Source: an optimization exercise on an open RTL-to-GDS flow (aim: small area, a short achievable clock period and few clock cycles). Production flows keep margins and buffers that such runs may drop. The RTL was checked by simulation tests, not by an equivalence proof against the original design. No activity file was given, so power comes from the tool's default toggle rates.

Setup of build 91:
==> flow/design.v <==
module alu (
    input  logic [3:0]  alusel,    
    input  logic        sub,
    input  logic [31:0] a, b,      
    output logic [31:0] out,
    output logic        eq
);
logic [33:0] sum;
always_comb begin
    sum = {1'b0, a, 1'b1} + {1'b0, b, sub};
    out = ({32{alusel[0]}} & sum[32:1])
        | ({32{alusel[1]}} & (a & b))
        | ({32{alusel[2]}} & (a | b))
        | ({32{alusel[3]}} & {31'b0, ~sum[33]});
    eq  = (a == b);
end
endmodule
module ALUcontrol (
    input  logic [31:0] instr,
    output logic [3:0]  alusel,
    output logic        sub
);
wire [5:0] op = instr[31:26];
wire [5:0] fn = instr[5:0];
always_comb begin
    alusel = 4'b0001;                
    sub    = 1'b0;
    if (op == 6'h00) begin
        case (fn)
            6'h20: alusel = 4'b0001;               
            6'h22: begin alusel = 4'b0001; sub = 1'b1; end  
            6'h25: alusel = 4'b0100;               
            6'h2A: begin alusel = 4'b1000; sub = 1'b1; end  
            default: alusel = 4'b0010;             
        endcase
    end
end
endmodule
module pc (
    input  logic [9:0] F,
    input  logic [9:0] offset,
    output logic [9:0] inc,
    output logic [9:0] tgt
);
always_comb begin
    inc = F + 10'd1;
    tgt = F + 10'd1 + offset;
end
endmodule
module instmem (
    input  logic        clk, rst,
    input  logic        load,       
    input  logic        squash,     
    input  logic [31:0] mem_data,
    output logic [31:0] inst,
    output logic        valid
);
always_ff @(posedge clk) begin
    if (rst)          valid <= 1'b0;
    else if (squash)  valid <= valid & ~load;
    else if (load)    valid <= 1'b1;
end
always_ff @(posedge clk) begin
    if (load) inst <= mem_data;
end
endmodule
module regmem (
    input  logic        clk, rst,
    input  logic [31:0] R_sel1, R_sel2,    
    input  logic [4:0]  W_reg,
    input  logic        regWrite,
    input  logic [31:0] W_data,
    output logic [31:0] R_data1, R_data2
);
logic [32*32-1:0] mem_array;
logic rst_q;
always_ff @(posedge clk) rst_q <= rst;
wire  [31:0] wd = rst_q ? 32'd0 : W_data;
genvar g;
generate
    for (g = 0; g < 32; g = g + 1) begin : regs
        wire en = rst_q | (regWrite && (W_reg == g));
        always_ff @(posedge clk) begin : RegMem
            if (en)
                mem_array[32*g +: 32] <= wd;
        end
    end
endgenerate
always_comb begin : RegRead
    R_data1 = 32'd0;
    R_data2 = 32'd0;
    for (int i = 0; i < 32; i++) begin
        R_data1 = R_data1 | ({32{R_sel1[i]}} & mem_array[32*i +: 32]);
        R_data2 = R_data2 | ({32{R_sel2[i]}} & mem_array[32*i +: 32]);
    end
end
endmodule
module datapath (
    input  logic        clk,rst,
    output logic [9:0]  imem_addr,
    input  logic [31:0] imem_data,
    output logic [9:0]  d_addr,
    output logic        d_wr,
    output logic [31:0] d_wdata,
    input  logic [31:0] d_rdata
);
logic [9:0]  F;
assign imem_addr = F;
logic [31:0] IR;
logic        id_v;
logic        id_we, id_lw, id_sw, id_beq, id_j, id_use_rs, id_use_rt, id_imm_b;
logic [3:0]  id_alusel;
logic        id_sub;
logic [4:0]  id_wa;
controlunit ControlUnit (
    .instr(IR),
    .we(id_we), .lw(id_lw), .sw(id_sw), .beq(id_beq), .j(id_j),
    .use_rs(id_use_rs), .use_rt(id_use_rt), .imm_b(id_imm_b),
    .wa(id_wa)
);
ALUcontrol ALUControl (
    .instr(IR),
    .alusel(id_alusel),
    .sub(id_sub)
);
wire [4:0]  rs = IR[25:21];
wire [4:0]  rt = IR[20:16];
wire [31:0] imm = {{16{IR[15]}}, IR[15:0]};
logic        m_we, m_lw;
logic [4:0]  m_wa;
logic [31:0] m_res;
wire  [31:0] m_wdata = m_lw ? d_rdata : m_res;
logic [31:0] rf_a, rf_b;
logic [31:0] rsel_a, rsel_b;    
regmem Registers (
    .clk(clk), .rst(rst),
    .R_sel1(rsel_a), .R_sel2(rsel_b),
    .W_reg(m_wa), .regWrite(m_we), .W_data(m_wdata),
    .R_data1(rf_a), .R_data2(rf_b)
);
logic        ex_v, ex_we, ex_lw, ex_sw, ex_beq, ex_pred, ex_sub;
logic [31:0] alu_out;
logic [3:0]  ex_alusel;
logic [4:0]  ex_wa;
logic [31:0] ex_a, ex_b;
logic [9:0]  ex_imm, ex_alt;
wire ex_wr = ex_v & ex_we;
wire stall = id_v & ex_v & ex_lw &
             ((id_use_rs & (ex_wa == rs)) | (id_use_rt & (ex_wa == rt)));
wire fwd_ex_a = ex_wr & ~ex_lw & (ex_wa == rs);
wire fwd_ex_b = ex_wr & ~ex_lw & (ex_wa == rt);
logic id_fma, id_fmb;
logic ex_j, ex_lost;
logic mis, lost_beq, lost_j, eq;
wire        pred = id_beq & (IR[15] | (rs == rt));
logic [9:0] f_inc, f_tgt, f_tgt_ex;
pc InstructionFetch (
    .F(F), .offset(IR[9:0]), .inc(f_inc), .tgt(f_tgt)
);
pc LostTarget (
    .F(F), .offset(ex_imm), .inc(), .tgt(f_tgt_ex)
);
always_ff @(posedge clk) begin
    if (rst) F <= 10'd0;
    else if (mis)      F <= ex_alt;
    else if (lost_beq) F <= eq ? f_tgt_ex : f_inc;
    else if (lost_j)   F <= ex_alt;
    else if (!stall) begin
        if (id_v & id_j)         F <= IR[9:0];
        else if (id_v & pred)    F <= f_tgt;
        else                     F <= f_inc;
    end
end
instmem InstructionMemory (
    .clk(clk), .rst(rst),
    .load(!stall), .squash(mis),
    .mem_data(imem_data),
    .inst(IR), .valid(id_v)
);
always_ff @(posedge clk) begin
    if (rst) ex_v <= 1'b0;
    else     ex_v <= id_v & ~stall;
end
always_ff @(posedge clk) begin
    begin
        ex_we     <= id_we;
        ex_lw     <= id_lw;
        ex_sw     <= id_sw;
        ex_beq    <= id_beq;
        ex_pred   <= pred;
        ex_sub    <= id_sub;
        ex_alusel <= id_alusel;
        ex_wa     <= id_wa;
        ex_imm    <= IR[9:0];
        ex_j      <= id_j;
        ex_lost   <= mis;
        ex_alt    <= id_j ? IR[9:0] : (pred ? f_inc : f_tgt);
        ex_a      <= fwd_ex_a ? alu_out : (id_fma ? m_wdata : rf_a);
        ex_b      <= id_imm_b ? imm : ((fwd_ex_b ? alu_out : (id_fmb ? m_wdata : rf_b)) ^ {32{id_sub}});
    end
end
wire [4:0] nx_rs = imem_data[25:21];
wire [4:0] nx_rt = imem_data[20:16];
always_ff @(posedge clk) begin
    id_fma <= ex_wr & (stall ? (ex_wa == rs) : (ex_wa == nx_rs));
    id_fmb <= ex_wr & (stall ? (ex_wa == rt) : (ex_wa == nx_rt));
end
wire [4:0] sel_rs = stall ? rs : nx_rs;
wire [4:0] sel_rt = stall ? rt : nx_rt;
always_ff @(posedge clk) begin
    rsel_a <= 32'd1 << sel_rs;
    rsel_b <= 32'd1 << sel_rt;
end
alu ALU (
    .alusel(ex_alusel), .sub(ex_sub),
    .a(ex_a), .b(ex_b),
    .out(alu_out), .eq(eq)
);
always_comb begin
    mis      = ex_v & ex_beq & ~ex_lost & (eq ^ ex_pred);
    lost_beq = ex_v & ex_beq &  ex_lost;
    lost_j   = ex_v & ex_j   &  ex_lost;
end
always_ff @(posedge clk) begin
    if (rst) begin
        m_we <= 1'b0;
        d_wr <= 1'b0;
    end else begin
        m_we <= ex_v & ex_we;
        d_wr <= ex_v & ex_sw;
    end
end
always_ff @(posedge clk) begin
    m_lw    <= ex_lw;
    m_wa    <= ex_wa;
    m_res   <= alu_out;
    d_addr  <= ex_a[9:0] + ex_imm;
    d_wdata <= ex_b;
end
endmodule
module controlunit (
    input  logic [31:0] instr,
    output logic        we,       
    output logic        lw, sw, beq, j,
    output logic        use_rs, use_rt,
    output logic        imm_b,    
    output logic [4:0]  wa
);
localparam logic [5:0] RType = 6'h00;
localparam logic [5:0] ADDI  = 6'h08;
localparam logic [5:0] LW    = 6'h23;
localparam logic [5:0] SW    = 6'h2B;
localparam logic [5:0] BEQ   = 6'h04;
localparam logic [5:0] JMP   = 6'h02;
wire [5:0] op = instr[31:26];
wire rtype = (op == RType);
wire addi  = (op == ADDI);
always_comb begin
    lw     = (op == LW);
    sw     = (op == SW);
    beq    = (op == BEQ);
    j      = (op == JMP);
    we     = rtype | addi | lw;
    use_rs = rtype | addi | lw | sw | beq;
    use_rt = rtype | sw | beq;
    imm_b  = addi;
    wa     = rtype ? instr[15:11] : instr[20:16];
end
endmodule
module mips (
    input  logic        clk,rst,
    output logic [9:0]  imem_addr,
    input  logic [31:0] imem_data,
    output logic [9:0]  d_addr,
    output logic        d_wr,
    output logic [31:0] d_wdata,
    input  logic [31:0] d_rdata
);
datapath Datapath(.*);
endmodule
==> flow/config.mk <==
export PLATFORM = sky130hd
export DESIGN_NAME = mips
export DESIGN_NICKNAME = mips
export VERILOG_FILES = /design/flow/design.v
export SDC_FILE = /design/flow/constraint.sdc
export NUM_CORES = 4
export LEC_CHECK = 0
export ABC_CLOCK_PERIOD_IN_PS = 3000
export CAP_MARGIN = 10
export CORE_MARGIN = 2
export CORE_UTILIZATION = 40
export CTS_CLUSTER_DIAMETER = 100
export CTS_CLUSTER_SIZE = 20
export PLACE_DENSITY = 0.6
export SLEW_MARGIN = 10
==> flow/constraint.sdc <==
create_clock -name core_clock -period 10.0 [get_ports {clk}]
set_input_delay 2.0000 -clock core_clock [delete_from_list [all_inputs] [get_ports {clk}]]
set_output_delay 2.0000 -clock core_clock [all_outputs]
set_load 0.01 [all_outputs]
standard.sh (not shown) runs the stock make flow with config.mk's settings and CLKGATE_MAP_FILE= SYNTH_SCRIPT=/design/flow/synth_recipe.tcl, a recipe that flattens the netlist after the stock synthesis.
==> flow/flow/run.sh <==
#!/bin/bash
set -euo pipefail
bash standard.sh SETUP_SLACK_MARGIN=7 "BUFFER_PORTS_ARGS=-buffer_cell sky130_fd_sc_hd__buf_2" finish > standard_flow.log 2>&1
Build 91: no failed stages, no open violations at the end
Testbench counts of build 91, summed over its fixed seeds: cycles 106,009.
Here is what was changed in the inputs of build 81 compared with build 91.
Settings: swapping 10 for 20 in CAP_MARGIN; swapping 10 for 20 in SLEW_MARGIN.
==> flow/flow/run.sh <==
#!/bin/bash
set -euo pipefail
bash standard.sh SETUP_SLACK_MARGIN=6.85 "BUFFER_PORTS_ARGS=-buffer_cell sky130_fd_sc_hd__buf_2" finish > standard_flow.log 2>&1
==> run notes <==
- Delta (build 81 minus build 91): post-layout total power level, switching part of the total level.
- Build 81 | status: complete | timing, DRC, antenna: pass
- Proportion of cell area occupied by registers in build 81 vs build 91: up 0.35 points
- Worst setup slack after placement for build 81 is higher than for build 91.
- Maximum fanout encountered on the critical timing path: build 81 vs build 91 up 5
Inputs modified between build 81 and build 48:
Settings: changing SLEW_MARGIN from 20 to 10; changing PLACE_DENSITY from 0.6 to 0.7; changing CAP_MARGIN from 20 to 10.
Notes after the runs:
Build 48 finished end to end and its layout was clean on timing, DRC and antenna. Between build 48 and build 81, the difference in worst hold slack is negligible. Against build 81, build 48 comes in 1.1 points higher on portion of the clock cycle consumed by the worst path in the final layout. Fraction of layout instances using a drive strength above 1 was lower in build 48 than in build 81.

[separate check: timing with driven ports]
No port has a modelled driver above. Below, the same layouts with a new extraction and two added sets of constraints.
Step 1 sets driving cells, clkbuf_16 on the clock port and buf_2 on the other inputs (assumed; they add their load-dependent delay and slew).
Step 2 times the ports against the registers' clock, not the clock port: input delays grow and output delays shrink by t, the midpoint of the rising clock arrivals with the driver on.
Slacks: ideal ports / drivers / drivers and shift; pairs: ideal ports / drivers.
run	t (ns)	setup slack, ns	latest minus earliest clock arrival (ns)	worst data-port slew with drivers (ns)	pins driven straight from the clock port
build 91	0.815	6.780 / 6.688 / 6.141	0.048 / 0.048	0.05	1
build 81	0.823	6.741 / 6.653 / 6.195	0.034 / 0.034	0.05	1
build 48	0.780	6.626 / 6.626 / 6.135	0.043 / 0.043	0.06	1
After both steps setup and hold are still met in every run listed. For build 91, which loses most, drivers alone change the setup slack by -0.092 ns; drivers and shift together by -0.639 ns.
